This is an optimization exercise on Yosys and OpenROAD, whose aim is small area and a short achievable clock period, not a production implementation.
Where RTL was checked, it was by simulation tests only, not by an equivalence proof against the original.
For run 1, only the layout was checked, not whether the RTL still works.
The clock port is modelled as an ideal driver, which makes a skipped or thinned clock tree look cheaper than it is; a real chip needs a root buffer or a tree.
No activity file was given, so power comes from the tool's default toggle rates.

## flow/design.v (module list and top-level ports; edited modules follow where they fit)
// module booth_mult_top: 15 lines
// module booth_mult: 869 lines
// module mfa: 6 lines
// module mbenc: 7 lines
// module mbpp: 5 lines
// module mha: 6 lines
module booth_mult_top (
  input  wire        clk,
  input  wire [15:0] x,
  input  wire [15:0] y,
  output reg  [31:0] p
);
  // ...
==> flow/flow/run.sh <==
#!/bin/bash
# Standard ORFS layout (standard.sh) with these changes:
# - port buffers of the smallest buffer cell;
# - every combinational cell set to its smallest size before the
#   floorplan's timing repair sizes up what the clock period needs
#   (flow/downsize.tcl);
export BUFFER_PORTS_ARGS="-buffer_cell sky130_fd_sc_hd__buf_1"
export PRE_FLOORPLAN_TCL=$PWD/flow/downsize.tcl
export POST_CTS_TCL=$PWD/flow/skew3.tcl
export SKEW_STAGES="${SKEW_STAGES:-dlygate4sd1_1 dlygate4sd1_1 dlygate4sd1_1 dlygate4sd1_1 dlygate4sd1_1 dlygate4sd1_1 dlygate4sd1_1 dlygate4sd1_1}"
export SKEW_TAPBUF=${SKEW_TAPBUF:-clkbuf_8}
export SKEW_HOLD_MIN=${SKEW_HOLD_MIN:-0.05}
export SKEW_PAD_ALLOW=${SKEW_PAD_ALLOW:-1.0}
export SKEW_SLACK_GIVE=${SKEW_SLACK_GIVE:-0.05}
export SKEW_PAD_CELL=${SKEW_PAD_CELL:-dlygate4sd3_1}
export SKEW_REGS="${SKEW_REGS:-^p\\\\?\\[}"
bash standard.sh finish > standard.log 2>&1
==> flow/flow/downsize.tcl <==
# Set every combinational cell to the smallest-area cell of its footprint
# (same function); the flow's repair steps then size up what timing needs.
set n 0
foreach inst [get_cells *] {
  set lc [get_lib_cells -of_objects $inst]
  set name [get_name $lc]
  if {![regexp {^(sky130_fd_sc_hd__[a-z0-9]+)_[0-9]+$} $name -> base]} { continue }
  if {[regexp {df|dl|sdf|tap|conb|clkbuf_16|decap|fill} $base]} { continue }
  set best $name
  set best_area [get_property $lc area]
  foreach c [get_lib_cells ${base}_*] {
    set cn [get_name $c]
    if {![regexp "^${base}_\[0-9\]+\$" $cn]} { continue }
    if {[info exists ::env(DONT_USE_CELLS)] && [lsearch -exact $::env(DONT_USE_CELLS) $cn] >= 0} { continue }
    if {[regexp {lpflow|probe} $cn]} { continue }
    set a [get_property $c area]
    if {$a < $best_area} { set best $cn; set best_area $a }
  }
  if {$best ne $name} {
    replace_cell $inst [get_lib_cells $best]
    incr n
  }
}
puts "downsize: replaced $n cells"
==> flow/flow/skew3.tcl <==
set block [ord::get_db_block]
set db [ord::get_db]
set stage_cells $::env(SKEW_STAGES)
set tapbuf $::env(SKEW_TAPBUF)
set regs_re $::env(SKEW_REGS)
set hold_min $::env(SKEW_HOLD_MIN)
set pad_allow $::env(SKEW_PAD_ALLOW)
set pad_cell $::env(SKEW_PAD_CELL)

set clk_port [$block findBTerm clk]
set root_net [$clk_port getNet]

set sinks {}
set sx 0; set sy 0
foreach inst [$block getInsts] {
  if {[regexp $regs_re [$inst getName]]} {
    lappend sinks $inst
    set loc [$inst getLocation]
    set sx [expr {$sx + [lindex $loc 0]}]
    set sy [expr {$sy + [lindex $loc 1]}]
  }
}
set n [llength $sinks]
if {$n == 0} { error "skew: no registers match $regs_re" }
set cx [expr {$sx / $n}]; set cy [expr {$sy / $n}]
set pl [$clk_port getBBox]
set px [expr {([$pl xMin] + [$pl xMax]) / 2}]
set py [expr {([$pl yMin] + [$pl yMax]) / 2}]

proc new_cell {cell name x y in_net} {
  set block [ord::get_db_block]
  set master [[ord::get_db] findMaster sky130_fd_sc_hd__$cell]
  if {$master eq "NULL"} { error "skew: no master $cell" }
  set inst [odb::dbInst_create $block $master $name]
  $inst setLocation [expr {int($x)}] [expr {int($y)}]
  $inst setPlacementStatus PLACED
  [$inst findITerm A] connect $in_net
  set out [odb::dbNet_create $block ${name}_net]
  $out setSigType CLOCK
  [$inst findITerm X] connect $out
  return [list $inst $out]
}

if {[info exists ::env(SKEW_XYBUF)] && $::env(SKEW_XYBUF) ne ""} {
  set ox 0; set oy 0; set others {}
  foreach inst [$block getInsts] {
    if {[lsearch -exact $sinks $inst] >= 0} { continue }
    set ck [$inst findITerm CLK]
    if {$ck eq "NULL"} { continue }
    if {![regexp {df} [[$inst getMaster] getName]]} { continue }
    lappend others $inst
    set loc [$inst getLocation]
    set ox [expr {$ox + [lindex $loc 0]}]; set oy [expr {$oy + [lindex $loc 1]}]
  }
  set no [llength $others]
  lassign [new_cell $::env(SKEW_XYBUF) skew_xy [expr {$ox / $no}] [expr {$oy / $no}] $root_net] xyinst xynet
  foreach inst [concat $others $sinks] {
    set ck [$inst findITerm CLK]
    $ck disconnect
    $ck connect $xynet
  }
  puts "skew: $no registers and the $n product registers moved to one clock buffer"
}
# chain and taps; tap j hangs after j stages
set taps {}
set prev $root_net
set len [llength $stage_cells]
for {set j 0} {$j <= $len} {incr j} {
  if {$j > 0} {
    set f [expr {double($j) / ($len + 1)}]
    lassign [new_cell [lindex $stage_cells [expr {$j - 1}]] skew_dly_$j \
      [expr {$px + ($cx - $px) * $f}] [expr {$py + ($cy - $py) * $f}] $prev] inst prev
  }
  lassign [new_cell $tapbuf skew_tap_$j $cx $cy $prev] tinst tnet
  lappend taps [list $tinst $tnet]
}
detailed_placement
estimate_parasitics -placement

proc reg_slacks {inst} {
  set name [$inst getName]
  set d [get_pins -of_objects [get_cells $name] -filter "direction == input"]
  set dpin ""
  foreach p $d { if {[get_property $p lib_pin_name] eq "D"} { set dpin $p } }
  set qpin ""
  foreach p [get_pins -of_objects [get_cells $name] -filter "direction == output"] { set qpin $p }
  return [list [get_property $dpin slack_max] [get_property $dpin slack_min] [get_property $qpin slack_max]]
}

# slacks of every register at every tap (tap -1: the CTS tree)
array set S {}
foreach inst $sinks {
  set ck [$inst findITerm CLK]
  set orig [$ck getNet]
  set nm [$inst getName]
  set S($nm,nets) [list $orig]
  lassign [reg_slacks $inst] s h o
  set S($nm,vals) [list [list $s $h $o]]
  foreach t $taps {
    lassign $t tinst tnet
    $ck disconnect
    $ck connect $tnet
    estimate_parasitics -placement
    lappend S($nm,nets) $tnet
    lappend S($nm,vals) [list {*}[reg_slacks $inst]]
  }
  $ck disconnect
  $ck connect $orig
}
estimate_parasitics -placement
# the slack every register can reach (hold made up by pads within pad_allow)
set V 1e9
foreach inst $sinks {
  set nm [$inst getName]
  set b -1e9
  foreach v $S($nm,vals) {
    lassign $v s h o
    if {$h >= $hold_min - $pad_allow} { set b [expr {max($b, min($s, $o))}] }
  }
  set V [expr {min($V, $b)}]
}
set V [expr {$V - $::env(SKEW_SLACK_GIVE)}]
puts "skew: slack every register can reach: [format %.3f $V]"
# each register: the clock that balances its input and output slack best
# without pads, if that reaches V; else the one that reaches V with the
# most hold slack (the fewest pads)
foreach inst $sinks {
  set nm [$inst getName]
  set choice -1; set bv -1e9
  set i 0
  foreach v $S($nm,vals) {
    lassign $v s h o
    if {$h >= $hold_min && min($s, $o) > $bv + 0.005} { set bv [expr {min($s, $o)}]; set choice $i }
    incr i
  }
  if {$bv < $V} {
    set choice -1
    set bh -1e9; set i 0
    foreach v $S($nm,vals) {
      lassign $v s h o
      if {min($s, $o) >= $V && $h > $bh} { set bh $h; set choice $i }
      incr i
    }
  }
  if {$choice < 0} { set choice 0 }
  set ck [$inst findITerm CLK]
  $ck disconnect
  $ck connect [lindex $S($nm,nets) $choice]
  lassign [lindex $S($nm,vals) $choice] s h o
  puts "skew: $nm -> [expr {$choice == 0 ? "tree" : "tap [expr {$choice - 1}]"}] setup [format %.3f $s] out [format %.3f $o] hold [format %.3f $h]"
}
estimate_parasitics -placement
# make up missing hold slack on short paths: put a delay cell in front of the
# input pin, on the register's shortest path, that has the most setup slack
set ws [worst_slack -max]
puts "skew: worst setup slack after taps [format %.3f $ws]"
set npad 0
proc dpin_of {inst} {
  foreach p [get_pins -of_objects [get_cells [$inst getName]] -filter "direction == input"] {
    if {[get_property $p lib_pin_name] eq "D"} { return $p }
  }
}
set pad_master [$db findMaster sky130_fd_sc_hd__$pad_cell]
foreach inst $sinks {
  set dpin [dpin_of $inst]
  for {set it 0} {$it < 12} {incr it} {
    set h [get_property $dpin slack_min]
    if {$h >= $hold_min} { break }
    set path [lindex [find_timing_paths -path_delay min -to $dpin -group_path_count 1] 0]
    set cand ""; set cand_s -1e9
    foreach pt [get_property $path points] {
      set pin [get_property $pt pin]
      if {[get_property $pin direction] ne "input"} { continue }
      if {[get_property $pin is_clock]} { continue }
      set sm [get_property $pin slack_max]
      if {$sm > $cand_s + 0.05} { set cand $pin; set cand_s $sm }
    }
    if {$cand eq "" || $cand_s < $ws + 0.6} {
      puts "skew: [$inst getName] hold [format %.3f $h], no pin to pad"
      break
    }
    set iname [get_name [get_cells -of_objects $cand]]
    set pname [get_property $cand lib_pin_name]
    set oinst [$block findInst $iname]
    set it_ [$oinst findITerm $pname]
    set net [$it_ getNet]
    set pi [odb::dbInst_create $block $pad_master skew_pad_$npad]
    set loc [$oinst getLocation]
    $pi setLocation [lindex $loc 0] [lindex $loc 1]
    $pi setPlacementStatus PLACED
    set nn [odb::dbNet_create $block skew_pad_${npad}_net]
    $it_ disconnect
    [$pi findITerm A] connect $net
    [$pi findITerm X] connect $nn
    $it_ connect $nn
    incr npad
    estimate_parasitics -placement
    puts "skew: [$inst getName] hold [format %.3f $h]: pad before $iname/$pname (setup slack [format %.3f $cand_s])"
  }
}
puts "skew: $npad pad cells"
# drop unused taps and chain ends, clock buffers left without loads, and
# the dummy loads CTS hung on the tree it built
set changed 1
while {$changed} {
  set changed 0
  foreach inst [$block getInsts] {
    set mname [[$inst getMaster] getName]
    if {![regexp {clkbuf|dlygate|clkdlybuf|clkinv|bufinv|__inv_|__buf_} $mname]} { continue }
    set outs {}
    foreach it [$inst getITerms] {
      if {[$it isOutputSignal]} { lappend outs $it }
    }
    if {[llength $outs] != 1} { continue }
    set net [[lindex $outs 0] getNet]
    set dead 0
    if {$net eq "NULL"} {
      set dead 1
    } elseif {[llength [$net getITerms]] == 1 && [llength [$net getBTerms]] == 0} {
      set dead 1
    }
    if {!$dead} { continue }
    set onclk 0
    foreach it [$inst getITerms] {
      if {[$it isInputSignal] && [$it getNet] ne "NULL" && [[$it getNet] getSigType] eq "CLOCK"} { set onclk 1 }
    }
    if {!$onclk && ![string match skew_* [$inst getName]]} { continue }
    puts "skew: removing unloaded [$inst getName]"
    odb::dbInst_destroy $inst
    if {$net ne "NULL"} { odb::dbNet_destroy $net }
    set changed 1
  }
}
detailed_placement
estimate_parasitics -placement
report_worst_slack -max
report_worst_slack -min
repair_timing_helper
detailed_placement
check_placement -verbose
estimate_parasitics -placement
report_worst_slack -max
report_worst_slack -min
==> flow/standard.sh <==
#!/bin/bash
# synth_recipe.tcl (not shown) runs the flow's synth.tcl, then flattens the netlist and writes it again
# the make line also repeats each setting of config.mk as NAME=value (left out here)
make -C /OpenROAD-flow-scripts/flow DESIGN_CONFIG=/design/flow/config.mk WORK_HOME=/design/flow/orfs CLKGATE_MAP_FILE= SYNTH_SCRIPT=/design/flow/synth_recipe.tcl "${@:-finish}"
==> flow/config.mk <==
export PLATFORM = sky130hd
export DESIGN_NAME = booth_mult_top
export DESIGN_NICKNAME = booth_mult_top
export VERILOG_FILES = /design/flow/design.v
export SDC_FILE = /design/flow/constraint.sdc
export NUM_CORES = 4
export LEC_CHECK = 0
export CAP_MARGIN = 20
export CORE_MARGIN = 2
export CORE_UTILIZATION = 40
export SETUP_SLACK_MARGIN = 3.5
export SLEW_MARGIN = 20
export SYNTH_HIERARCHICAL = 1
==> flow/constraint.sdc <==
create_clock -name core_clock -period 8.5 [get_ports {clk}]
set_input_delay 1.7000 -clock core_clock [delete_from_list [all_inputs] [get_ports {clk}]]
set_output_delay 1.7000 -clock core_clock [all_outputs]
set_load 0.01 [all_outputs]
==> run summary, run 1 <==
Status: finished clean
Finished Cell Area: 9130 µm²
RSZ-0062 raised after global routing: false
Placed Instances: 922
Worst setup path end: p[30]
Peak supply drop: 0.352 mV
RePlAce Congestion: 0.861
Largest registers: p x32, x_q x16, y_q x16
Initial antenna violation count: 4
Sequential cells: 64
Utilization after layout: 54.6%
# rows: 47
Max_cap viols: 0
Crit. End Element: flop
Met1 WL: 8150 µm
# Taps: 220
Total Power: 0.00443 W
Hold_sp: y_q[13]
Max-slew headroom: 44.4%
Vias in the first global route: 6448
Met3 GRT Util: 5.97%
Via count: 5974
DRC: 0
CP max stage cell: fa_1
Nets: 991
Initial DRC count: 471
Cell family with most CP delay: adder cells
Most frequent cells in the layout: xnor2_1, a22oi_1, fa_1, buf_4, buf_1
Critical Path Start: y_q[9]
WS Path Type: reg2reg
Max layer used: met5
Count of non-CTS inverters in the layout: 37
Routed wire length: 21200 µm
Hold Fails Final Rpt: 0
CP Depth: 18
==> module booth_mult, before the edit <==
module booth_mult (p, x, y);
input  [15:0] x, y;
output [31:0] p;
wire one0;
wire two0;
wire neg0;
wire pp0_0;
wire pp0_1;
wire pp0_2;
wire pp0_3;
wire pp0_4;
wire pp0_5;
wire pp0_6;
wire pp0_7;
wire pp0_8;
wire pp0_9;
wire pp0_10;
wire pp0_11;
wire pp0_12;
wire pp0_13;
wire pp0_14;
wire pp0_15;
wire pp0_16;
wire nneg0_16;
wire one1;
wire two1;
wire neg1;
wire pp1_0;
wire pp1_1;
wire pp1_2;
wire pp1_3;
wire pp1_4;
wire pp1_5;
wire pp1_6;
wire pp1_7;
wire pp1_8;
wire pp1_9;
wire pp1_10;
wire pp1_11;
wire pp1_12;
wire pp1_13;
wire pp1_14;
wire pp1_15;
wire pp1_16;
wire nneg1_16;
wire one2;
wire two2;
wire neg2;
wire pp2_0;
wire pp2_1;
wire pp2_2;
wire pp2_3;
wire pp2_4;
wire pp2_5;
wire pp2_6;
wire pp2_7;
wire pp2_8;
wire pp2_9;
wire pp2_10;
wire pp2_11;
wire pp2_12;
wire pp2_13;
wire pp2_14;
wire pp2_15;
wire pp2_16;
wire nneg2_16;
wire one3;
wire two3;
wire neg3;
wire pp3_0;
wire pp3_1;
wire pp3_2;
wire pp3_3;
wire pp3_4;
wire pp3_5;
wire pp3_6;
wire pp3_7;
wire pp3_8;
wire pp3_9;
wire pp3_10;
wire pp3_11;
wire pp3_12;
wire pp3_13;
wire pp3_14;
wire pp3_15;
wire pp3_16;
wire nneg3_16;
wire one4;
wire two4;
wire neg4;
wire pp4_0;
wire pp4_1;
wire pp4_2;
wire pp4_3;
wire pp4_4;
wire pp4_5;
wire pp4_6;
wire pp4_7;
wire pp4_8;
wire pp4_9;
wire pp4_10;
wire pp4_11;
wire pp4_12;
wire pp4_13;
wire pp4_14;
wire pp4_15;
wire pp4_16;
wire nneg4_16;
wire one5;
wire two5;
wire neg5;
wire pp5_0;
wire pp5_1;
wire pp5_2;
wire pp5_3;
wire pp5_4;
wire pp5_5;
wire pp5_6;
wire pp5_7;
wire pp5_8;
wire pp5_9;
wire pp5_10;
wire pp5_11;
wire pp5_12;
wire pp5_13;
wire pp5_14;
wire pp5_15;
wire pp5_16;
wire nneg5_16;
wire one6;
wire two6;
wire neg6;
wire pp6_0;
wire pp6_1;
wire pp6_2;
wire pp6_3;
wire pp6_4;
wire pp6_5;
wire pp6_6;
wire pp6_7;
wire pp6_8;
wire pp6_9;
wire pp6_10;
wire pp6_11;
wire pp6_12;
wire pp6_13;
wire pp6_14;
wire pp6_15;
wire pp6_16;
wire nneg6_16;
wire one7;
wire two7;
wire neg7;
wire pp7_0;
wire pp7_1;
wire pp7_2;
wire pp7_3;
wire pp7_4;
wire pp7_5;
wire pp7_6;
wire pp7_7;
wire pp7_8;
wire pp7_9;
wire pp7_10;
wire pp7_11;
wire pp7_12;
wire pp7_13;
wire pp7_14;
wire pp7_15;
wire pp7_16;
wire nneg7_16;
wire s1;
wire c2;
wire s3;
wire c4;
wire s5;
wire c6;
wire s7;
wire c8;
wire s9;
wire c10;
wire s11;
wire c12;
wire s13;
wire c14;
wire s15;
wire c16;
wire s17;
wire c18;
wire s19;
wire c20;
wire s21;
wire c22;
wire s23;
wire c24;
wire s25;
wire c26;
wire s27;
wire c28;
wire s29;
wire c30;
wire s31;
wire c32;
wire s33;
wire c34;
wire s35;
wire c36;
wire s37;
wire c38;
wire s39;
wire c40;
wire s41;
wire c42;
wire s43;
wire c44;
wire s45;
wire c46;
wire s47;
wire c48;
wire s49;
wire c50;
wire s51;
wire c52;
wire s53;
wire c54;
wire s55;
wire c56;
wire s57;
wire c58;
wire s59;
wire c60;
wire s61;
wire c62;
wire s63;
wire c64;
wire s65;
wire c66;
wire s67;
wire c68;
wire s69;
wire c70;
wire s71;
wire c72;
wire s73;
wire c74;
wire s75;
wire c76;
wire s77;
wire c78;
wire s79;
wire c80;
wire s81;
wire c82;
wire s83;
wire c84;
wire s85;
wire c86;
wire s87;
wire c88;
wire s89;
wire c90;
wire s91;
wire c92;
wire s93;
wire c94;
wire s95;
wire c96;
wire s97;
wire c98;
wire s99;
wire c100;
wire s101;
wire c102;
wire s103;
wire c104;
wire s105;
wire c106;
wire s107;
wire c108;
wire s109;
wire c110;
wire s111;
wire c112;
wire s113;
wire c114;
wire s115;
wire c116;
wire s117;
wire c118;
wire s119;
wire c120;
wire s121;
wire c122;
wire s123;
wire c124;
wire s125;
wire c126;
wire s127;
wire c128;
wire s129;
wire c130;
wire s131;
wire c132;
wire s133;
wire c134;
wire s135;
wire c136;
wire s137;
wire c138;
wire s139;
wire c140;
wire s141;
wire c142;
wire s143;
wire c144;
wire s145;
wire c146;
wire s147;
wire c148;
wire s149;
wire c150;
wire s151;
wire c152;
wire s153;
wire c154;
wire s155;
wire c156;
wire s157;
wire c158;
wire s159;
wire c160;
wire s161;
wire c162;
wire s163;
wire c164;
wire s165;
wire c166;
wire s167;
wire c168;
wire s169;
wire c170;
wire s171;
wire c172;
wire s173;
wire c174;
wire s175;
wire c176;
wire s177;
wire c178;
wire s179;
wire c180;
wire s181;
wire c182;
wire s183;
wire c184;
wire s185;
wire c186;
wire s187;
wire c188;
wire s189;
wire c190;
wire s191;
wire c192;
wire s193;
wire c194;
wire s195;
wire c196;
wire s197;
wire c198;
wire s199;
wire c200;
wire s201;
wire c202;
wire s203;
wire c204;
wire s205;
wire c206;
wire s207;
wire c208;
wire s209;
wire c210;
wire s211;
wire c212;
wire s213;
wire c214;
wire s215;
wire c216;
wire s217;
wire c218;
wire s219;
wire c220;
wire s221;
wire c222;
wire s223;
wire c224;
assign one0 = y[0] ^ 1'b0;
assign two0 = (y[1] & ~y[0] & ~1'b0) | (~y[1] & y[0] & 1'b0);
assign neg0 = y[1];
assign pp0_0 = ((x[0] & one0) | (1'b0 & two0)) ^ neg0;
mbpp up0_1 (.a(x[1]), .b(x[0]), .one(one0), .two(two0), .neg(neg0), .pp(pp0_1));
mbpp up0_2 (.a(x[2]), .b(x[1]), .one(one0), .two(two0), .neg(neg0), .pp(pp0_2));
mbpp up0_3 (.a(x[3]), .b(x[2]), .one(one0), .two(two0), .neg(neg0), .pp(pp0_3));
mbpp up0_4 (.a(x[4]), .b(x[3]), .one(one0), .two(two0), .neg(neg0), .pp(pp0_4));
mbpp up0_5 (.a(x[5]), .b(x[4]), .one(one0), .two(two0), .neg(neg0), .pp(pp0_5));
mbpp up0_6 (.a(x[6]), .b(x[5]), .one(one0), .two(two0), .neg(neg0), .pp(pp0_6));
mbpp up0_7 (.a(x[7]), .b(x[6]), .one(one0), .two(two0), .neg(neg0), .pp(pp0_7));
mbpp up0_8 (.a(x[8]), .b(x[7]), .one(one0), .two(two0), .neg(neg0), .pp(pp0_8));
mbpp up0_9 (.a(x[9]), .b(x[8]), .one(one0), .two(two0), .neg(neg0), .pp(pp0_9));
mbpp up0_10 (.a(x[10]), .b(x[9]), .one(one0), .two(two0), .neg(neg0), .pp(pp0_10));
mbpp up0_11 (.a(x[11]), .b(x[10]), .one(one0), .two(two0), .neg(neg0), .pp(pp0_11));
mbpp up0_12 (.a(x[12]), .b(x[11]), .one(one0), .two(two0), .neg(neg0), .pp(pp0_12));
mbpp up0_13 (.a(x[13]), .b(x[12]), .one(one0), .two(two0), .neg(neg0), .pp(pp0_13));
mbpp up0_14 (.a(x[14]), .b(x[13]), .one(one0), .two(two0), .neg(neg0), .pp(pp0_14));
mbpp up0_15 (.a(x[15]), .b(x[14]), .one(one0), .two(two0), .neg(neg0), .pp(pp0_15));
assign nneg0_16 = ~neg0;
mbpp up0_16 (.a(x[15]), .b(x[15]), .one(one0), .two(two0), .neg(nneg0_16), .pp(pp0_16));
mbenc ue1 (.y2(y[3]), .y1(y[2]), .y0(y[1]), .one(one1), .two(two1), .neg(neg1));
assign pp1_0 = ((x[0] & one1) | (1'b0 & two1)) ^ neg1;
mbpp up1_1 (.a(x[1]), .b(x[0]), .one(one1), .two(two1), .neg(neg1), .pp(pp1_1));
mbpp up1_2 (.a(x[2]), .b(x[1]), .one(one1), .two(two1), .neg(neg1), .pp(pp1_2));
mbpp up1_3 (.a(x[3]), .b(x[2]), .one(one1), .two(two1), .neg(neg1), .pp(pp1_3));
mbpp up1_4 (.a(x[4]), .b(x[3]), .one(one1), .two(two1), .neg(neg1), .pp(pp1_4));
mbpp up1_5 (.a(x[5]), .b(x[4]), .one(one1), .two(two1), .neg(neg1), .pp(pp1_5));
mbpp up1_6 (.a(x[6]), .b(x[5]), .one(one1), .two(two1), .neg(neg1), .pp(pp1_6));
mbpp up1_7 (.a(x[7]), .b(x[6]), .one(one1), .two(two1), .neg(neg1), .pp(pp1_7));
mbpp up1_8 (.a(x[8]), .b(x[7]), .one(one1), .two(two1), .neg(neg1), .pp(pp1_8));
mbpp up1_9 (.a(x[9]), .b(x[8]), .one(one1), .two(two1), .neg(neg1), .pp(pp1_9));
mbpp up1_10 (.a(x[10]), .b(x[9]), .one(one1), .two(two1), .neg(neg1), .pp(pp1_10));
mbpp up1_11 (.a(x[11]), .b(x[10]), .one(one1), .two(two1), .neg(neg1), .pp(pp1_11));
mbpp up1_12 (.a(x[12]), .b(x[11]), .one(one1), .two(two1), .neg(neg1), .pp(pp1_12));
mbpp up1_13 (.a(x[13]), .b(x[12]), .one(one1), .two(two1), .neg(neg1), .pp(pp1_13));
mbpp up1_14 (.a(x[14]), .b(x[13]), .one(one1), .two(two1), .neg(neg1), .pp(pp1_14));
mbpp up1_15 (.a(x[15]), .b(x[14]), .one(one1), .two(two1), .neg(neg1), .pp(pp1_15));
assign nneg1_16 = ~neg1;
mbpp up1_16 (.a(x[15]), .b(x[15]), .one(one1), .two(two1), .neg(nneg1_16), .pp(pp1_16));
mbenc ue2 (.y2(y[5]), .y1(y[4]), .y0(y[3]), .one(one2), .two(two2), .neg(neg2));
assign pp2_0 = ((x[0] & one2) | (1'b0 & two2)) ^ neg2;
mbpp up2_1 (.a(x[1]), .b(x[0]), .one(one2), .two(two2), .neg(neg2), .pp(pp2_1));
mbpp up2_2 (.a(x[2]), .b(x[1]), .one(one2), .two(two2), .neg(neg2), .pp(pp2_2));
mbpp up2_3 (.a(x[3]), .b(x[2]), .one(one2), .two(two2), .neg(neg2), .pp(pp2_3));
mbpp up2_4 (.a(x[4]), .b(x[3]), .one(one2), .two(two2), .neg(neg2), .pp(pp2_4));
mbpp up2_5 (.a(x[5]), .b(x[4]), .one(one2), .two(two2), .neg(neg2), .pp(pp2_5));
mbpp up2_6 (.a(x[6]), .b(x[5]), .one(one2), .two(two2), .neg(neg2), .pp(pp2_6));
mbpp up2_7 (.a(x[7]), .b(x[6]), .one(one2), .two(two2), .neg(neg2), .pp(pp2_7));
mbpp up2_8 (.a(x[8]), .b(x[7]), .one(one2), .two(two2), .neg(neg2), .pp(pp2_8));
mbpp up2_9 (.a(x[9]), .b(x[8]), .one(one2), .two(two2), .neg(neg2), .pp(pp2_9));
mbpp up2_10 (.a(x[10]), .b(x[9]), .one(one2), .two(two2), .neg(neg2), .pp(pp2_10));
mbpp up2_11 (.a(x[11]), .b(x[10]), .one(one2), .two(two2), .neg(neg2), .pp(pp2_11));
mbpp up2_12 (.a(x[12]), .b(x[11]), .one(one2), .two(two2), .neg(neg2), .pp(pp2_12));
mbpp up2_13 (.a(x[13]), .b(x[12]), .one(one2), .two(two2), .neg(neg2), .pp(pp2_13));
mbpp up2_14 (.a(x[14]), .b(x[13]), .one(one2), .two(two2), .neg(neg2), .pp(pp2_14));
mbpp up2_15 (.a(x[15]), .b(x[14]), .one(one2), .two(two2), .neg(neg2), .pp(pp2_15));
assign nneg2_16 = ~neg2;
mbpp up2_16 (.a(x[15]), .b(x[15]), .one(one2), .two(two2), .neg(nneg2_16), .pp(pp2_16));
mbenc ue3 (.y2(y[7]), .y1(y[6]), .y0(y[5]), .one(one3), .two(two3), .neg(neg3));
assign pp3_0 = ((x[0] & one3) | (1'b0 & two3)) ^ neg3;
mbpp up3_1 (.a(x[1]), .b(x[0]), .one(one3), .two(two3), .neg(neg3), .pp(pp3_1));
mbpp up3_2 (.a(x[2]), .b(x[1]), .one(one3), .two(two3), .neg(neg3), .pp(pp3_2));
mbpp up3_3 (.a(x[3]), .b(x[2]), .one(one3), .two(two3), .neg(neg3), .pp(pp3_3));
mbpp up3_4 (.a(x[4]), .b(x[3]), .one(one3), .two(two3), .neg(neg3), .pp(pp3_4));
mbpp up3_5 (.a(x[5]), .b(x[4]), .one(one3), .two(two3), .neg(neg3), .pp(pp3_5));
mbpp up3_6 (.a(x[6]), .b(x[5]), .one(one3), .two(two3), .neg(neg3), .pp(pp3_6));
mbpp up3_7 (.a(x[7]), .b(x[6]), .one(one3), .two(two3), .neg(neg3), .pp(pp3_7));
mbpp up3_8 (.a(x[8]), .b(x[7]), .one(one3), .two(two3), .neg(neg3), .pp(pp3_8));
mbpp up3_9 (.a(x[9]), .b(x[8]), .one(one3), .two(two3), .neg(neg3), .pp(pp3_9));
mbpp up3_10 (.a(x[10]), .b(x[9]), .one(one3), .two(two3), .neg(neg3), .pp(pp3_10));
mbpp up3_11 (.a(x[11]), .b(x[10]), .one(one3), .two(two3), .neg(neg3), .pp(pp3_11));
mbpp up3_12 (.a(x[12]), .b(x[11]), .one(one3), .two(two3), .neg(neg3), .pp(pp3_12));
mbpp up3_13 (.a(x[13]), .b(x[12]), .one(one3), .two(two3), .neg(neg3), .pp(pp3_13));
mbpp up3_14 (.a(x[14]), .b(x[13]), .one(one3), .two(two3), .neg(neg3), .pp(pp3_14));
mbpp up3_15 (.a(x[15]), .b(x[14]), .one(one3), .two(two3), .neg(neg3), .pp(pp3_15));
assign nneg3_16 = ~neg3;
mbpp up3_16 (.a(x[15]), .b(x[15]), .one(one3), .two(two3), .neg(nneg3_16), .pp(pp3_16));
mbenc ue4 (.y2(y[9]), .y1(y[8]), .y0(y[7]), .one(one4), .two(two4), .neg(neg4));
assign pp4_0 = ((x[0] & one4) | (1'b0 & two4)) ^ neg4;
mbpp up4_1 (.a(x[1]), .b(x[0]), .one(one4), .two(two4), .neg(neg4), .pp(pp4_1));
mbpp up4_2 (.a(x[2]), .b(x[1]), .one(one4), .two(two4), .neg(neg4), .pp(pp4_2));
mbpp up4_3 (.a(x[3]), .b(x[2]), .one(one4), .two(two4), .neg(neg4), .pp(pp4_3));
mbpp up4_4 (.a(x[4]), .b(x[3]), .one(one4), .two(two4), .neg(neg4), .pp(pp4_4));
mbpp up4_5 (.a(x[5]), .b(x[4]), .one(one4), .two(two4), .neg(neg4), .pp(pp4_5));
mbpp up4_6 (.a(x[6]), .b(x[5]), .one(one4), .two(two4), .neg(neg4), .pp(pp4_6));
mbpp up4_7 (.a(x[7]), .b(x[6]), .one(one4), .two(two4), .neg(neg4), .pp(pp4_7));
mbpp up4_8 (.a(x[8]), .b(x[7]), .one(one4), .two(two4), .neg(neg4), .pp(pp4_8));
mbpp up4_9 (.a(x[9]), .b(x[8]), .one(one4), .two(two4), .neg(neg4), .pp(pp4_9));
mbpp up4_10 (.a(x[10]), .b(x[9]), .one(one4), .two(two4), .neg(neg4), .pp(pp4_10));
mbpp up4_11 (.a(x[11]), .b(x[10]), .one(one4), .two(two4), .neg(neg4), .pp(pp4_11));
mbpp up4_12 (.a(x[12]), .b(x[11]), .one(one4), .two(two4), .neg(neg4), .pp(pp4_12));
mbpp up4_13 (.a(x[13]), .b(x[12]), .one(one4), .two(two4), .neg(neg4), .pp(pp4_13));
mbpp up4_14 (.a(x[14]), .b(x[13]), .one(one4), .two(two4), .neg(neg4), .pp(pp4_14));
mbpp up4_15 (.a(x[15]), .b(x[14]), .one(one4), .two(two4), .neg(neg4), .pp(pp4_15));
assign nneg4_16 = ~neg4;
mbpp up4_16 (.a(x[15]), .b(x[15]), .one(one4), .two(two4), .neg(nneg4_16), .pp(pp4_16));
mbenc ue5 (.y2(y[11]), .y1(y[10]), .y0(y[9]), .one(one5), .two(two5), .neg(neg5));
assign pp5_0 = ((x[0] & one5) | (1'b0 & two5)) ^ neg5;
mbpp up5_1 (.a(x[1]), .b(x[0]), .one(one5), .two(two5), .neg(neg5), .pp(pp5_1));
mbpp up5_2 (.a(x[2]), .b(x[1]), .one(one5), .two(two5), .neg(neg5), .pp(pp5_2));
mbpp up5_3 (.a(x[3]), .b(x[2]), .one(one5), .two(two5), .neg(neg5), .pp(pp5_3));
mbpp up5_4 (.a(x[4]), .b(x[3]), .one(one5), .two(two5), .neg(neg5), .pp(pp5_4));
mbpp up5_5 (.a(x[5]), .b(x[4]), .one(one5), .two(two5), .neg(neg5), .pp(pp5_5));
mbpp up5_6 (.a(x[6]), .b(x[5]), .one(one5), .two(two5), .neg(neg5), .pp(pp5_6));
mbpp up5_7 (.a(x[7]), .b(x[6]), .one(one5), .two(two5), .neg(neg5), .pp(pp5_7));
mbpp up5_8 (.a(x[8]), .b(x[7]), .one(one5), .two(two5), .neg(neg5), .pp(pp5_8));
mbpp up5_9 (.a(x[9]), .b(x[8]), .one(one5), .two(two5), .neg(neg5), .pp(pp5_9));
mbpp up5_10 (.a(x[10]), .b(x[9]), .one(one5), .two(two5), .neg(neg5), .pp(pp5_10));
mbpp up5_11 (.a(x[11]), .b(x[10]), .one(one5), .two(two5), .neg(neg5), .pp(pp5_11));
mbpp up5_12 (.a(x[12]), .b(x[11]), .one(one5), .two(two5), .neg(neg5), .pp(pp5_12));
mbpp up5_13 (.a(x[13]), .b(x[12]), .one(one5), .two(two5), .neg(neg5), .pp(pp5_13));
mbpp up5_14 (.a(x[14]), .b(x[13]), .one(one5), .two(two5), .neg(neg5), .pp(pp5_14));
mbpp up5_15 (.a(x[15]), .b(x[14]), .one(one5), .two(two5), .neg(neg5), .pp(pp5_15));
assign nneg5_16 = ~neg5;
mbpp up5_16 (.a(x[15]), .b(x[15]), .one(one5), .two(two5), .neg(nneg5_16), .pp(pp5_16));
mbenc ue6 (.y2(y[13]), .y1(y[12]), .y0(y[11]), .one(one6), .two(two6), .neg(neg6));
assign pp6_0 = ((x[0] & one6) | (1'b0 & two6)) ^ neg6;
mbpp up6_1 (.a(x[1]), .b(x[0]), .one(one6), .two(two6), .neg(neg6), .pp(pp6_1));
mbpp up6_2 (.a(x[2]), .b(x[1]), .one(one6), .two(two6), .neg(neg6), .pp(pp6_2));
mbpp up6_3 (.a(x[3]), .b(x[2]), .one(one6), .two(two6), .neg(neg6), .pp(pp6_3));
mbpp up6_4 (.a(x[4]), .b(x[3]), .one(one6), .two(two6), .neg(neg6), .pp(pp6_4));
mbpp up6_5 (.a(x[5]), .b(x[4]), .one(one6), .two(two6), .neg(neg6), .pp(pp6_5));
mbpp up6_6 (.a(x[6]), .b(x[5]), .one(one6), .two(two6), .neg(neg6), .pp(pp6_6));
mbpp up6_7 (.a(x[7]), .b(x[6]), .one(one6), .two(two6), .neg(neg6), .pp(pp6_7));
mbpp up6_8 (.a(x[8]), .b(x[7]), .one(one6), .two(two6), .neg(neg6), .pp(pp6_8));
mbpp up6_9 (.a(x[9]), .b(x[8]), .one(one6), .two(two6), .neg(neg6), .pp(pp6_9));
mbpp up6_10 (.a(x[10]), .b(x[9]), .one(one6), .two(two6), .neg(neg6), .pp(pp6_10));
mbpp up6_11 (.a(x[11]), .b(x[10]), .one(one6), .two(two6), .neg(neg6), .pp(pp6_11));
mbpp up6_12 (.a(x[12]), .b(x[11]), .one(one6), .two(two6), .neg(neg6), .pp(pp6_12));
mbpp up6_13 (.a(x[13]), .b(x[12]), .one(one6), .two(two6), .neg(neg6), .pp(pp6_13));
mbpp up6_14 (.a(x[14]), .b(x[13]), .one(one6), .two(two6), .neg(neg6), .pp(pp6_14));
mbpp up6_15 (.a(x[15]), .b(x[14]), .one(one6), .two(two6), .neg(neg6), .pp(pp6_15));
assign nneg6_16 = ~neg6;
mbpp up6_16 (.a(x[15]), .b(x[15]), .one(one6), .two(two6), .neg(nneg6_16), .pp(pp6_16));
mbenc ue7 (.y2(y[15]), .y1(y[14]), .y0(y[13]), .one(one7), .two(two7), .neg(neg7));
assign pp7_0 = ((x[0] & one7) | (1'b0 & two7)) ^ neg7;
mbpp up7_1 (.a(x[1]), .b(x[0]), .one(one7), .two(two7), .neg(neg7), .pp(pp7_1));
mbpp up7_2 (.a(x[2]), .b(x[1]), .one(one7), .two(two7), .neg(neg7), .pp(pp7_2));
mbpp up7_3 (.a(x[3]), .b(x[2]), .one(one7), .two(two7), .neg(neg7), .pp(pp7_3));
mbpp up7_4 (.a(x[4]), .b(x[3]), .one(one7), .two(two7), .neg(neg7), .pp(pp7_4));
mbpp up7_5 (.a(x[5]), .b(x[4]), .one(one7), .two(two7), .neg(neg7), .pp(pp7_5));
mbpp up7_6 (.a(x[6]), .b(x[5]), .one(one7), .two(two7), .neg(neg7), .pp(pp7_6));
mbpp up7_7 (.a(x[7]), .b(x[6]), .one(one7), .two(two7), .neg(neg7), .pp(pp7_7));
mbpp up7_8 (.a(x[8]), .b(x[7]), .one(one7), .two(two7), .neg(neg7), .pp(pp7_8));
mbpp up7_9 (.a(x[9]), .b(x[8]), .one(one7), .two(two7), .neg(neg7), .pp(pp7_9));
mbpp up7_10 (.a(x[10]), .b(x[9]), .one(one7), .two(two7), .neg(neg7), .pp(pp7_10));
mbpp up7_11 (.a(x[11]), .b(x[10]), .one(one7), .two(two7), .neg(neg7), .pp(pp7_11));
mbpp up7_12 (.a(x[12]), .b(x[11]), .one(one7), .two(two7), .neg(neg7), .pp(pp7_12));
mbpp up7_13 (.a(x[13]), .b(x[12]), .one(one7), .two(two7), .neg(neg7), .pp(pp7_13));
mbpp up7_14 (.a(x[14]), .b(x[13]), .one(one7), .two(two7), .neg(neg7), .pp(pp7_14));
mbpp up7_15 (.a(x[15]), .b(x[14]), .one(one7), .two(two7), .neg(neg7), .pp(pp7_15));
assign nneg7_16 = ~neg7;
mbpp up7_16 (.a(x[15]), .b(x[15]), .one(one7), .two(two7), .neg(nneg7_16), .pp(pp7_16));
mha us1 (.a(neg5), .b(pp0_10), .s(s1), .co(c2));
mha us3 (.a(pp0_11), .b(pp1_9), .s(s3), .co(c4));
mfa us5 (.a(neg6), .b(pp0_12), .c(pp1_10), .s(s5), .co(c6));
mha us7 (.a(pp2_8), .b(pp3_6), .s(s7), .co(c8));
mfa us9 (.a(pp0_13), .b(pp1_11), .c(pp2_9), .s(s9), .co(c10));
mha us11 (.a(pp3_7), .b(pp4_5), .s(s11), .co(c12));
mfa us13 (.a(neg7), .b(pp0_14), .c(pp1_12), .s(s13), .co(c14));
mfa us15 (.a(pp2_10), .b(pp3_8), .c(pp4_6), .s(s15), .co(c16));
mha us17 (.a(pp5_4), .b(pp6_2), .s(s17), .co(c18));
mfa us19 (.a(pp0_15), .b(pp1_13), .c(pp2_11), .s(s19), .co(c20));
mfa us21 (.a(pp3_9), .b(pp4_7), .c(pp5_5), .s(s21), .co(c22));
mha us23 (.a(pp6_3), .b(pp7_1), .s(s23), .co(c24));
assign s25 = ~(pp0_16 ^ pp1_14);
assign c26 = pp0_16 | pp1_14;
mfa us27 (.a(pp2_12), .b(pp3_10), .c(pp4_8), .s(s27), .co(c28));
mfa us29 (.a(pp5_6), .b(pp6_4), .c(pp7_2), .s(s29), .co(c30));
assign s31 = ~(pp1_15 ^ pp2_13);
assign c32 = pp1_15 | pp2_13;
mfa us33 (.a(pp3_11), .b(pp4_9), .c(pp5_7), .s(s33), .co(c34));
mha us35 (.a(pp6_5), .b(pp7_3), .s(s35), .co(c36));
mfa us37 (.a(pp1_16), .b(pp2_14), .c(pp3_12), .s(s37), .co(c38));
mfa us39 (.a(pp4_10), .b(pp5_8), .c(pp6_6), .s(s39), .co(c40));
assign s41 = ~(pp2_15 ^ pp3_13);
assign c42 = pp2_15 | pp3_13;
mha us43 (.a(pp4_11), .b(pp5_9), .s(s43), .co(c44));
mfa us45 (.a(pp2_16), .b(pp3_14), .c(pp4_12), .s(s45), .co(c46));
assign s47 = ~pp3_15;
assign c48 = pp3_15;
mha us49 (.a(neg3), .b(pp0_6), .s(s49), .co(c50));
mha us51 (.a(pp0_7), .b(pp1_5), .s(s51), .co(c52));
mfa us53 (.a(neg4), .b(pp0_8), .c(pp1_6), .s(s53), .co(c54));
mha us55 (.a(pp2_4), .b(pp3_2), .s(s55), .co(c56));
mfa us57 (.a(pp0_9), .b(pp1_7), .c(pp2_5), .s(s57), .co(c58));
mha us59 (.a(pp3_3), .b(pp4_1), .s(s59), .co(c60));
mfa us61 (.a(pp1_8), .b(pp2_6), .c(pp3_4), .s(s61), .co(c62));
mfa us63 (.a(pp4_2), .b(pp5_0), .c(s1), .s(s63), .co(c64));
mfa us65 (.a(pp2_7), .b(pp3_5), .c(pp4_3), .s(s65), .co(c66));
mfa us67 (.a(pp5_1), .b(c2), .c(s3), .s(s67), .co(c68));
mfa us69 (.a(pp4_4), .b(pp5_2), .c(pp6_0), .s(s69), .co(c70));
mfa us71 (.a(c4), .b(s7), .c(s5), .s(s71), .co(c72));
mfa us73 (.a(pp5_3), .b(pp6_1), .c(c8), .s(s73), .co(c74));
mfa us75 (.a(s11), .b(c6), .c(s9), .s(s75), .co(c76));
mfa us77 (.a(pp7_0), .b(c12), .c(s17), .s(s77), .co(c78));
mfa us79 (.a(c10), .b(s13), .c(s15), .s(s79), .co(c80));
mfa us81 (.a(c18), .b(s23), .c(c14), .s(s81), .co(c82));
mfa us83 (.a(c16), .b(s19), .c(s21), .s(s83), .co(c84));
mfa us85 (.a(c24), .b(c20), .c(c22), .s(s85), .co(c86));
mfa us87 (.a(s25), .b(s27), .c(s29), .s(s87), .co(c88));
mfa us89 (.a(s35), .b(c26), .c(c28), .s(s89), .co(c90));
mfa us91 (.a(c30), .b(s31), .c(s33), .s(s91), .co(c92));
mfa us93 (.a(pp7_4), .b(c36), .c(c32), .s(s93), .co(c94));
mfa us95 (.a(c34), .b(s37), .c(s39), .s(s95), .co(c96));
mfa us97 (.a(pp6_7), .b(pp7_5), .c(s43), .s(s97), .co(c98));
mfa us99 (.a(c38), .b(c40), .c(s41), .s(s99), .co(c100));
mfa us101 (.a(pp5_10), .b(pp6_8), .c(pp7_6), .s(s101), .co(c102));
mfa us103 (.a(c44), .b(c42), .c(s45), .s(s103), .co(c104));
mfa us105 (.a(pp4_13), .b(pp5_11), .c(pp6_9), .s(s105), .co(c106));
mfa us107 (.a(pp7_7), .b(s47), .c(c46), .s(s107), .co(c108));
mfa us109 (.a(pp3_16), .b(pp4_14), .c(pp5_12), .s(s109), .co(c110));
mfa us111 (.a(pp6_10), .b(pp7_8), .c(c48), .s(s111), .co(c112));
assign s113 = ~(pp4_15 ^ pp5_13);
assign c114 = pp4_15 | pp5_13;
mha us115 (.a(pp6_11), .b(pp7_9), .s(s115), .co(c116));
mfa us117 (.a(pp4_16), .b(pp5_14), .c(pp6_12), .s(s117), .co(c118));
assign s119 = ~pp5_15;
assign c120 = pp5_15;
mha us121 (.a(neg2), .b(pp0_4), .s(s121), .co(c122));
mha us123 (.a(pp0_5), .b(pp1_3), .s(s123), .co(c124));
mfa us125 (.a(pp1_4), .b(pp2_2), .c(pp3_0), .s(s125), .co(c126));
mfa us127 (.a(pp2_3), .b(pp3_1), .c(c50), .s(s127), .co(c128));
mfa us129 (.a(pp4_0), .b(c52), .c(s55), .s(s129), .co(c130));
mfa us131 (.a(c56), .b(s59), .c(c54), .s(s131), .co(c132));
mfa us133 (.a(c60), .b(c58), .c(s61), .s(s133), .co(c134));
mfa us135 (.a(c62), .b(s65), .c(c64), .s(s135), .co(c136));
mfa us137 (.a(c66), .b(s69), .c(c68), .s(s137), .co(c138));
mfa us139 (.a(c70), .b(s73), .c(c72), .s(s139), .co(c140));
mfa us141 (.a(c74), .b(s77), .c(c76), .s(s141), .co(c142));
mfa us143 (.a(c78), .b(c80), .c(s81), .s(s143), .co(c144));
mfa us145 (.a(c82), .b(c84), .c(s85), .s(s145), .co(c146));
mfa us147 (.a(c86), .b(c88), .c(s89), .s(s147), .co(c148));
mfa us149 (.a(c90), .b(c92), .c(s93), .s(s149), .co(c150));
mfa us151 (.a(s97), .b(c94), .c(c96), .s(s151), .co(c152));
mfa us153 (.a(s101), .b(c98), .c(c100), .s(s153), .co(c154));
mfa us155 (.a(c102), .b(s105), .c(c104), .s(s155), .co(c156));
mfa us157 (.a(c106), .b(s109), .c(s111), .s(s157), .co(c158));
mfa us159 (.a(s115), .b(c110), .c(s113), .s(s159), .co(c160));
mfa us161 (.a(pp7_10), .b(c116), .c(c114), .s(s161), .co(c162));
mfa us163 (.a(pp6_13), .b(pp7_11), .c(s119), .s(s163), .co(c164));
mfa us165 (.a(pp5_16), .b(pp6_14), .c(pp7_12), .s(s165), .co(c166));
assign s167 = ~pp6_15;
assign c168 = pp6_15;
mha us169 (.a(neg1), .b(pp0_2), .s(s169), .co(c170));
mha us171 (.a(pp0_3), .b(pp1_1), .s(s171), .co(c172));
mfa us173 (.a(pp1_2), .b(pp2_0), .c(s121), .s(s173), .co(c174));
mfa us175 (.a(pp2_1), .b(c122), .c(s123), .s(s175), .co(c176));
mfa us177 (.a(c124), .b(s49), .c(s125), .s(s177), .co(c178));
mfa us179 (.a(s51), .b(c126), .c(s127), .s(s179), .co(c180));
mfa us181 (.a(s53), .b(c128), .c(s129), .s(s181), .co(c182));
mfa us183 (.a(s57), .b(c130), .c(s131), .s(s183), .co(c184));
mfa us185 (.a(s63), .b(c132), .c(s133), .s(s185), .co(c186));
mfa us187 (.a(s67), .b(c134), .c(s135), .s(s187), .co(c188));
mfa us189 (.a(s71), .b(c136), .c(s137), .s(s189), .co(c190));
mfa us191 (.a(s75), .b(c138), .c(s139), .s(s191), .co(c192));
mfa us193 (.a(s79), .b(c140), .c(s141), .s(s193), .co(c194));
mfa us195 (.a(s83), .b(c142), .c(s143), .s(s195), .co(c196));
mfa us197 (.a(s87), .b(c144), .c(s145), .s(s197), .co(c198));
mfa us199 (.a(s91), .b(c146), .c(s147), .s(s199), .co(c200));
mfa us201 (.a(s95), .b(c148), .c(s149), .s(s201), .co(c202));
mfa us203 (.a(s99), .b(c150), .c(s151), .s(s203), .co(c204));
mfa us205 (.a(s103), .b(c152), .c(s153), .s(s205), .co(c206));
mfa us207 (.a(s107), .b(c154), .c(s155), .s(s207), .co(c208));
mfa us209 (.a(c108), .b(s157), .c(c156), .s(s209), .co(c210));
mfa us211 (.a(c112), .b(s159), .c(c158), .s(s211), .co(c212));
mfa us213 (.a(s117), .b(c160), .c(s161), .s(s213), .co(c214));
mfa us215 (.a(c118), .b(s163), .c(c162), .s(s215), .co(c216));
mfa us217 (.a(c120), .b(s165), .c(c164), .s(s217), .co(c218));
mfa us219 (.a(pp7_13), .b(s167), .c(c166), .s(s219), .co(c220));
mfa us221 (.a(pp6_16), .b(pp7_14), .c(c168), .s(s221), .co(c222));
assign s223 = ~pp7_15;
assign c224 = pp7_15;
wire [31:0] ra = {1'b1, pp7_16, s223, s221, s219, s217, s215, s213, s211, s209, s207, s205, s203, s201, s199, s197, s195, s193, s191, s189, s187, s185, s183, s181, s179, s177, s175, s173, s171, pp1_0, pp0_1, neg0};
wire [31:0] rb = {1'b0, c224, c222, c220, c218, c216, c214, c212, c210, c208, c206, c204, c202, c200, c198, c196, c194, c192, c190, c188, c186, c184, c182, c180, c178, c176, c174, c172, c170, s169, 1'b0, pp0_0};
wire fg0 = neg0 & pp0_0;
wire ft0 = neg0 ^ pp0_0;
wire fg1 = pp0_1 & 1'b0;
wire ft1 = pp0_1 ^ 1'b0;
wire fg2 = pp1_0 & s169;
wire ft2 = pp1_0 ^ s169;
wire fg3 = s171 & c170;
wire ft3 = s171 ^ c170;
wire fg4 = s173 & c172;
wire ft4 = s173 ^ c172;
wire fg5 = s175 & c174;
wire ft5 = s175 ^ c174;
wire fg6 = s177 & c176;
wire ft6 = s177 ^ c176;
wire fg7 = s179 & c178;
wire ft7 = s179 ^ c178;
wire fg8 = s181 & c180;
wire ft8 = s181 ^ c180;
wire fg9 = s183 & c182;
wire ft9 = s183 ^ c182;
wire fg10 = s185 & c184;
wire ft10 = s185 ^ c184;
wire fg11 = s187 & c186;
wire ft11 = s187 ^ c186;
wire fg12 = s189 & c188;
wire ft12 = s189 ^ c188;
wire fg13 = s191 & c190;
wire ft13 = s191 ^ c190;
wire fg14 = s193 & c192;
wire ft14 = s193 ^ c192;
wire fg15 = s195 & c194;
wire ft15 = s195 ^ c194;
wire fg16 = s197 & c196;
wire ft16 = s197 ^ c196;
wire fg17 = s199 & c198;
wire ft17 = s199 ^ c198;
wire fg18 = s201 & c200;
wire ft18 = s201 ^ c200;
wire fg19 = s203 & c202;
wire ft19 = s203 ^ c202;
wire fg20 = s205 & c204;
wire ft20 = s205 ^ c204;
wire fg21 = s207 & c206;
wire ft21 = s207 ^ c206;
wire fg22 = s209 & c208;
wire ft22 = s209 ^ c208;
wire fg23 = s211 & c210;
wire ft23 = s211 ^ c210;
wire fg24 = s213 & c212;
wire ft24 = s213 ^ c212;
wire fg25 = s215 & c214;
wire ft25 = s215 ^ c214;
wire fg26 = s217 & c216;
wire ft26 = s217 ^ c216;
wire fg27 = s219 & c218;
wire ft27 = s219 ^ c218;
wire fg28 = s221 & c220;
wire ft28 = s221 ^ c220;
wire fg29 = s223 & c222;
wire ft29 = s223 ^ c222;
wire fg30 = pp7_16 & c224;
wire ft30 = pp7_16 ^ c224;
wire fg31 = 1'b1 & 1'b0;
wire ft31 = 1'b1 ^ 1'b0;
wire fG1 = fg1 | (ft1 & fg0);
wire fP1 = ft1 & ft0;
wire fG2 = fg2 | (ft2 & fG1);
wire fP2 = ft2 & fP1;
wire fG3 = fg3 | (ft3 & fG2);
wire fP3 = ft3 & fP2;
wire fG4 = fg4 | (ft4 & fG3);
wire fP4 = ft4 & fP3;
wire fG5 = fg5 | (ft5 & fG4);
wire fP5 = ft5 & fP4;
wire fG6 = fg6 | (ft6 & fG5);
wire fP6 = ft6 & fP5;
wire fG7 = fg8 | (ft8 & fg7);
wire fP7 = ft8 & ft7;
wire fG8 = fg10 | (ft10 & fg9);
wire fP8 = ft10 & ft9;
wire fG9 = fg12 | (ft12 & fg11);
wire fP9 = ft12 & ft11;
wire fG10 = fg14 | (ft14 & fg13);
wire fP10 = ft14 & ft13;
wire fG11 = fg16 | (ft16 & fg15);
wire fP11 = ft16 & ft15;
wire fG12 = fg18 | (ft18 & fg17);
wire fP12 = ft18 & ft17;
wire fG13 = fg20 | (ft20 & fg19);
wire fP13 = ft20 & ft19;
wire fG14 = fg22 | (ft22 & fg21);
wire fP14 = ft22 & ft21;
wire fG15 = fg24 | (ft24 & fg23);
wire fP15 = ft24 & ft23;
wire fG16 = fg26 | (ft26 & fg25);
wire fP16 = ft26 & ft25;
wire fG17 = fg28 | (ft28 & fg27);
wire fP17 = ft28 & ft27;
wire fG18 = fg30 | (ft30 & fg29);
wire fP18 = ft30 & ft29;
wire fG19 = fg7 | (ft7 & fG6);
wire fP19 = ft7 & fP6;
wire fG20 = fG7 | (fP7 & fG6);
wire fP20 = fP7 & fP6;
wire fG21 = fg11 | (ft11 & fG8);
wire fP21 = ft11 & fP8;
wire fG22 = fG9 | (fP9 & fG8);
wire fP22 = fP9 & fP8;
wire fG23 = fg15 | (ft15 & fG10);
wire fP23 = ft15 & fP10;
wire fG24 = fG11 | (fP11 & fG10);
wire fP24 = fP11 & fP10;
wire fG25 = fg19 | (ft19 & fG12);
wire fP25 = ft19 & fP12;
wire fG26 = fG13 | (fP13 & fG12);
wire fP26 = fP13 & fP12;
wire fG27 = fg23 | (ft23 & fG14);
wire fP27 = ft23 & fP14;
wire fG28 = fG15 | (fP15 & fG14);
wire fP28 = fP15 & fP14;
wire fG29 = fg27 | (ft27 & fG16);
wire fP29 = ft27 & fP16;
wire fG30 = fG17 | (fP17 & fG16);
wire fP30 = fP17 & fP16;
wire fG31 = fg31 | (ft31 & fG18);
wire fP31 = ft31 & fP18;
wire fG32 = fg9 | (ft9 & fG20);
wire fP32 = ft9 & fP20;
wire fG33 = fG8 | (fP8 & fG20);
wire fP33 = fP8 & fP20;
wire fG34 = fG21 | (fP21 & fG20);
wire fP34 = fP21 & fP20;
wire fG35 = fG22 | (fP22 & fG20);
wire fP35 = fP22 & fP20;
wire fG36 = fg17 | (ft17 & fG24);
wire fP36 = ft17 & fP24;
wire fG37 = fG12 | (fP12 & fG24);
wire fP37 = fP12 & fP24;
wire fG38 = fG25 | (fP25 & fG24);
wire fP38 = fP25 & fP24;
wire fG39 = fG26 | (fP26 & fG24);
wire fP39 = fP26 & fP24;
wire fG40 = fg25 | (ft25 & fG28);
wire fP40 = ft25 & fP28;
wire fG41 = fG16 | (fP16 & fG28);
wire fP41 = fP16 & fP28;
wire fG42 = fG29 | (fP29 & fG28);
wire fP42 = fP29 & fP28;
wire fG43 = fG30 | (fP30 & fG28);
wire fP43 = fP30 & fP28;
wire fG44 = fg13 | (ft13 & fG35);
wire fP44 = ft13 & fP35;
wire fG45 = fG10 | (fP10 & fG35);
wire fP45 = fP10 & fP35;
wire fG46 = fG23 | (fP23 & fG35);
wire fP46 = fP23 & fP35;
wire fG47 = fG24 | (fP24 & fG35);
wire fP47 = fP24 & fP35;
wire fG48 = fG36 | (fP36 & fG35);
wire fP48 = fP36 & fP35;
wire fG49 = fG37 | (fP37 & fG35);
wire fP49 = fP37 & fP35;
wire fG50 = fG38 | (fP38 & fG35);
wire fP50 = fP38 & fP35;
wire fG51 = fG39 | (fP39 & fG35);
wire fP51 = fP39 & fP35;
wire fG52 = fg29 | (ft29 & fG43);
wire fP52 = ft29 & fP43;
wire fG53 = fG18 | (fP18 & fG43);
wire fP53 = fP18 & fP43;
wire fG54 = fG31 | (fP31 & fG43);
wire fP54 = fP31 & fP43;
wire fG55 = fg21 | (ft21 & fG51);
wire fP55 = ft21 & fP51;
wire fG56 = fG14 | (fP14 & fG51);
wire fP56 = fP14 & fP51;
wire fG57 = fG27 | (fP27 & fG51);
wire fP57 = fP27 & fP51;
wire fG58 = fG28 | (fP28 & fG51);
wire fP58 = fP28 & fP51;
wire fG59 = fG40 | (fP40 & fG51);
wire fP59 = fP40 & fP51;
wire fG60 = fG41 | (fP41 & fG51);
wire fP60 = fP41 & fP51;
wire fG61 = fG42 | (fP42 & fG51);
wire fP61 = fP42 & fP51;
wire fG62 = fG43 | (fP43 & fG51);
wire fP62 = fP43 & fP51;
wire fG63 = fG52 | (fP52 & fG51);
wire fP63 = fP52 & fP51;
wire fG64 = fG53 | (fP53 & fG51);
wire fP64 = fP53 & fP51;
wire fG65 = fG54 | (fP54 & fG51);
wire fP65 = fP54 & fP51;
wire [31:0] carry = {fG64, fG63, fG62, fG61, fG60, fG59, fG58, fG57, fG56, fG55, fG51, fG50, fG49, fG48, fG47, fG46, fG45, fG44, fG35, fG34, fG33, fG32, fG20, fG19, fG6, fG5, fG4, fG3, fG2, fG1, fg0, 1'b0};
wire [31:0] tt = {ft31, ft30, ft29, ft28, ft27, ft26, ft25, ft24, ft23, ft22, ft21, ft20, ft19, ft18, ft17, ft16, ft15, ft14, ft13, ft12, ft11, ft10, ft9, ft8, ft7, ft6, ft5, ft4, ft3, ft2, ft1, ft0};
assign p = tt ^ carry;
endmodule
==> run 2: changes to the inputs <==
--- a/flow/design.v
+++ b/flow/design.v
@@ -409,9 +409,7 @@
 wire c222;
 wire s223;
 wire c224;
-assign one0 = y[0] ^ 1'b0;
-assign two0 = (y[1] & ~y[0] & ~1'b0) | (~y[1] & y[0] & 1'b0);
-assign neg0 = y[1];
+mbenc ue0 (.y2(y[1]), .y1(y[0]), .y0(1'b0), .one(one0), .two(two0), .neg(neg0));
 assign pp0_0 = ((x[0] & one0) | (1'b0 & two0)) ^ neg0;
 mbpp up0_1 (.a(x[1]), .b(x[0]), .one(one0), .two(two0), .neg(neg0), .pp(pp0_1));
 mbpp up0_2 (.a(x[2]), .b(x[1]), .one(one0), .two(two0), .neg(neg0), .pp(pp0_2));
@@ -589,8 +587,7 @@
 assign c42 = pp2_15 | pp3_13;
 mha us43 (.a(pp4_11), .b(pp5_9), .s(s43), .co(c44));
 mfa us45 (.a(pp2_16), .b(pp3_14), .c(pp4_12), .s(s45), .co(c46));
-assign s47 = ~pp3_15;
-assign c48 = pp3_15;
+mha us47 (.a(1'b1), .b(pp3_15), .s(s47), .co(c48));
 mha us49 (.a(neg3), .b(pp0_6), .s(s49), .co(c50));
 mha us51 (.a(pp0_7), .b(pp1_5), .s(s51), .co(c52));
 mfa us53 (.a(neg4), .b(pp0_8), .c(pp1_6), .s(s53), .co(c54));
@@ -627,8 +624,7 @@
 assign c114 = pp4_15 | pp5_13;
 mha us115 (.a(pp6_11), .b(pp7_9), .s(s115), .co(c116));
 mfa us117 (.a(pp4_16), .b(pp5_14), .c(pp6_12), .s(s117), .co(c118));
-assign s119 = ~pp5_15;
-assign c120 = pp5_15;
+mha us119 (.a(1'b1), .b(pp5_15), .s(s119), .co(c120));
 mha us121 (.a(neg2), .b(pp0_4), .s(s121), .co(c122));
 mha us123 (.a(pp0_5), .b(pp1_3), .s(s123), .co(c124));
 mfa us125 (.a(pp1_4), .b(pp2_2), .c(pp3_0), .s(s125), .co(c126));
@@ -652,8 +648,7 @@
 mfa us161 (.a(pp7_10), .b(c116), .c(c114), .s(s161), .co(c162));
 mfa us163 (.a(pp6_13), .b(pp7_11), .c(s119), .s(s163), .co(c164));
 mfa us165 (.a(pp5_16), .b(pp6_14), .c(pp7_12), .s(s165), .co(c166));
-assign s167 = ~pp6_15;
-assign c168 = pp6_15;
+mha us167 (.a(1'b1), .b(pp6_15), .s(s167), .co(c168));
 mha us169 (.a(neg1), .b(pp0_2), .s(s169), .co(c170));
 mha us171 (.a(pp0_3), .b(pp1_1), .s(s171), .co(c172));
 mfa us173 (.a(pp1_2), .b(pp2_0), .c(s121), .s(s173), .co(c174));
@@ -681,8 +676,7 @@
 mfa us217 (.a(c120), .b(s165), .c(c164), .s(s217), .co(c218));
 mfa us219 (.a(pp7_13), .b(s167), .c(c166), .s(s219), .co(c220));
 mfa us221 (.a(pp6_16), .b(pp7_14), .c(c168), .s(s221), .co(c222));
-assign s223 = ~pp7_15;
-assign c224 = pp7_15;
+mha us223 (.a(1'b1), .b(pp7_15), .s(s223), .co(c224));
 wire [31:0] ra = {1'b1, pp7_16, s223, s221, s219, s217, s215, s213, s211, s209, s207, s205, s203, s201, s199, s197, s195, s193, s191, s189, s187, s185, s183, s181, s179, s177, s175, s173, s171, pp1_0, pp0_1, neg0};
 wire [31:0] rb = {1'b0, c224, c222, c220, c218, c216, c214, c212, c210, c208, c206, c204, c202, c200, c198, c196, c194, c192, c190, c188, c186, c184, c182, c180, c178, c176, c174, c172, c170, s169, 1'b0, pp0_0};
 wire fg0 = neg0 & pp0_0;
--- a/flow/flow/run.sh
+++ b/flow/flow/run.sh
@@ -11,6 +11,7 @@
 export SKEW_TAPBUF=${SKEW_TAPBUF:-clkbuf_8}
 export SKEW_HOLD_MIN=${SKEW_HOLD_MIN:-0.05}
 export SKEW_PAD_ALLOW=${SKEW_PAD_ALLOW:-1.0}
+export SKEW_PUSH=${SKEW_PUSH:-0.2}
 export SKEW_SLACK_GIVE=${SKEW_SLACK_GIVE:-0.05}
 export SKEW_PAD_CELL=${SKEW_PAD_CELL:-dlygate4sd3_1}
 export SKEW_REGS="${SKEW_REGS:-^p\\\\?\\[}"
--- a/flow/flow/skew3.tcl
+++ b/flow/flow/skew3.tcl
@@ -235,6 +235,14 @@
 estimate_parasitics -placement
 report_worst_slack -max
 report_worst_slack -min
+if {[info exists ::env(SKEW_PUSH)] && $::env(SKEW_PUSH) > 0} {
+  # push setup past what the skew reached, with the usual repair moves
+  set ws [worst_slack -max]
+  repair_timing -setup -setup_margin [expr {$ws + $::env(SKEW_PUSH)}] -skip_last_gasp
+  detailed_placement
+  estimate_parasitics -placement
+  report_worst_slack -max
+}
 repair_timing_helper
 detailed_placement
 check_placement -verbose
--- a/flow/config.mk
+++ b/flow/config.mk
@@ -8,6 +8,6 @@
 export CAP_MARGIN = 20
 export CORE_MARGIN = 2
 export CORE_UTILIZATION = 40
-export SETUP_SLACK_MARGIN = 3.5
+export SETUP_SLACK_MARGIN = 3
 export SLEW_MARGIN = 20
 export SYNTH_HIERARCHICAL = 1
==> run 2 against run 1 <==
  * Clock skew increased by 0.24 ns
  * Global-route usage decreased by 1.3 points
  * Power decreased by 9.8%
  * Combinational power decreased by 12%
  * Worst setup slack got worse by 0.23 ns
  * Register-to-register slack got worse by 0.23 ns
  * Sequential share of layout area increased by 0.88 points
==> run summary, run 2 <==
Overflow after GRT: 0
Internal power: 0.00208 W
Most frequent cells in the layout: xnor2_1, a22oi_1, fa_1, dfxtp_1, ha_1
P_sw: 0.00191 W
Cell mode on critical path: fa_1
Routed wire length: 19900 µm (-6.2%)
Sequential power share: 12.6%
# rows: 48 (+2.1%)
Slew Limit Fails: 0
Fill cells: 1561
Skew final: 1.45 ns
Core area: 17100 µm²
Critical path required time: 10.17 ns
Layout cell share with drive strength beyond 1: 8.82%
Cell family with most CP delay: adder cells
Combinational group share of total power: 77.7%
Status: finished clean
Met1 WL: 7670 µm (-5.8%)
Via count: 5697 (-4.6%)
Fin Setup TNS: 0 ns
CP Launch Type: flop
P_leak: 3.29 nW
Min-delay worst type: reg2reg
CP max FO: 20
Largest registers: p x32, x_q x16, y_q x16
Yosys warns: 7
Initial DRC count: 391 (-17%)
Port Buffers: 64
Die extent in y: 136 µm
Final setup viols: 0
Clock Power Share: 9.7%
Max reg flops: 32
# clock sinks: 64
Largest net degree at the start of global routing: 25
Routed Antenna Nets: 0
Max-slew headroom: 40.0% (-4.4 points)
RSZ-0062 raised after global routing: false
Die area: 18400 µm²
Iteration count of the initial detailed-routing pass: 5
Worst reg2reg setup slack: 4.29 ns
First-pass GRT wire length: 32800 µm
Clock transition at path regs: 0.12 ns
Utilization after layout: 49.5% (-5.1 points)
DIE WIDTH: 136 µm
WS Path Type: reg2reg
Crit. End Element: flop
Total Power: 0.00399 W (-9.8%)
Met3 wire len: 1410 µm
DRC: 0 (unchanged)
WP data arrival: 5.88 ns
I/O pin total: 65
Met2 WL: 10000 µm
DP Wirelength: 13000 µm
Least-Margin Pin Slew: 0.899 ns
Net Sw Frac: 47.9%
Initial antenna violation count: 2 (-2)
Peak supply drop: 0.297 mV (-16%)
DR WL/cell: 19.8 µm
Nets: 963 (-2.8%)
Peak Freq: 238 MHz
Clock Latency Late Sink: 1.74 ns
Max layer used: met4
CP Cell Sequence: dlygate4sd3_1 -> buf_4 -> nand2b_1 -> o22ai_1 -> buf_4 -> a22oi_1 -> xnor2_1 -> fa_1 -> fa_1 -> fa_1 -> fa_1 -> ha_1 -> inv_1 -> nor3_1 -> nand4_1 -> a21oi_2 -> o41ai_4 -> o21bai_1 -> xor2_1
Largest reg by FF count: p
RePlAce Congestion: 0.904 (+4.9%)
Vias per cell: 5.65
CP max stage cell: dlygate4sd3_1
Critical path buffers and inverters: 4
Post-route minimum period: 4.21 ns
Total GRT Usage: 23.4%
Hold Fails Final Rpt: 0 (unchanged)
Initial Utilization: 40.4%
Commonest non-fill, non-tap cell in the layout: xnor2_1
Max_cap viols: 0 (unchanged)
Gate Count Post-Synth: 646
Pwr Density: 471 nW/µm²
Crit share post-route: 49.5%
Vias in the first global route: 6203 (-3.8%)
Slowest stage delay, CP: 0.55 ns
## run 2: power groups by stage
stage | logic [W] | clock network [W] | registers, W
finish | 0.00310 | 0.000385 | 0.000504
global route | 0.00356 | 0.000411 | 0.000514
detailed placement | 0.00303 | 0 | 0.000508
global placement | 0.00297 | 0 | 0.000509
floorplan | 0.00230 | 0 | 0.000539
## run 2: worst register-to-register path: cells and delay by family (launching register included)
| family | cells | cell delay (ns) |
|---|---|---|
| and+or+nand+nor | 3 | 0.58 |
| xor gates and xnor gates | 2 | 0.42 |
| AOI/OAI and AO/OA | 5 | 0.96 |
| buffers and inverters | 4 | 1.15 |
| DFF | 1 | 0.30 |
| adders and majority gates | 5 | 2.15 |
## run 2: layer usage
metal	up-vias	GRT usage (%)
met5	-	0
met4	0	10.4
met3	61	5.05
met2	249	40.5
met1	2837	27.9
li1	2550	-
## run 2: worst paths after layout
kind | from | end | cells past startpoint
max | y_q[15] | p[29] | 19
min | y_q[13] | p[25] | 6
max reg2reg | y_q[15] | p[29] | 19
min reg2reg | y_q[13] | p[25] | 6
## run 2: area by class of cell, clock buffers not listed
class	instances	area (µm²)	share of cell area [%]
multi-input cells	545	5680	67.0
flip-flops and latches	64	1290	15.2
repair buffers	90	497	5.86
plain buffers	44	457	5.39
well taps	225	282	3.32
inverters	33	124	1.46
diodes	1	2.50	0.0295
## run 2: through the flow
step / std cells / setup WS, ns / hold WS (ns) / area, µm²
2_1_floorplan: 651 / 3.22 / 0.712 / 6940
5_1_grt: 1008 / 4.16 / 0.0918 / 8480
3_3_place_gp: 945 / 1.84 / 0.823 / 7530
3_5_place_dp: 945 / 1.69 / 0.810 / 7580
6_report: 1008 / 4.29 / 0.100 / 8480

re-timing with driven ports:
The flow's constraints put no driver on any port. The routed layouts listed below were extracted and timed again, unchanged, in two steps.
Step 1: set_driving_cell puts a clkbuf_16 on clk and a buf_2 on each other input, an assumption about the parent block.
Step 2, shift: input delay + t, output delay - t, t = (earliest + latest rising clock arrival at the registers) / 2. This alone moves slack from input paths to output paths.
a / b / c = ideal ports / drivers / drivers and shift; a / b = the first two.
run | t, ns | setup WS [ns] | latest minus earliest clock arrival (ns) | worst data-port slew with drivers (ns)
run 1 | 0.866 | 4.519 / 4.519 / 4.519 | 1.371 / 1.370 | 0.03
run 2 | 0.981 | 4.293 / 4.293 / 4.293 | 1.622 / 1.622 | 0.04
In run 1 and run 2 the clock reaches the registers at very different times; t lies between them, and the last value is a rough guide only.
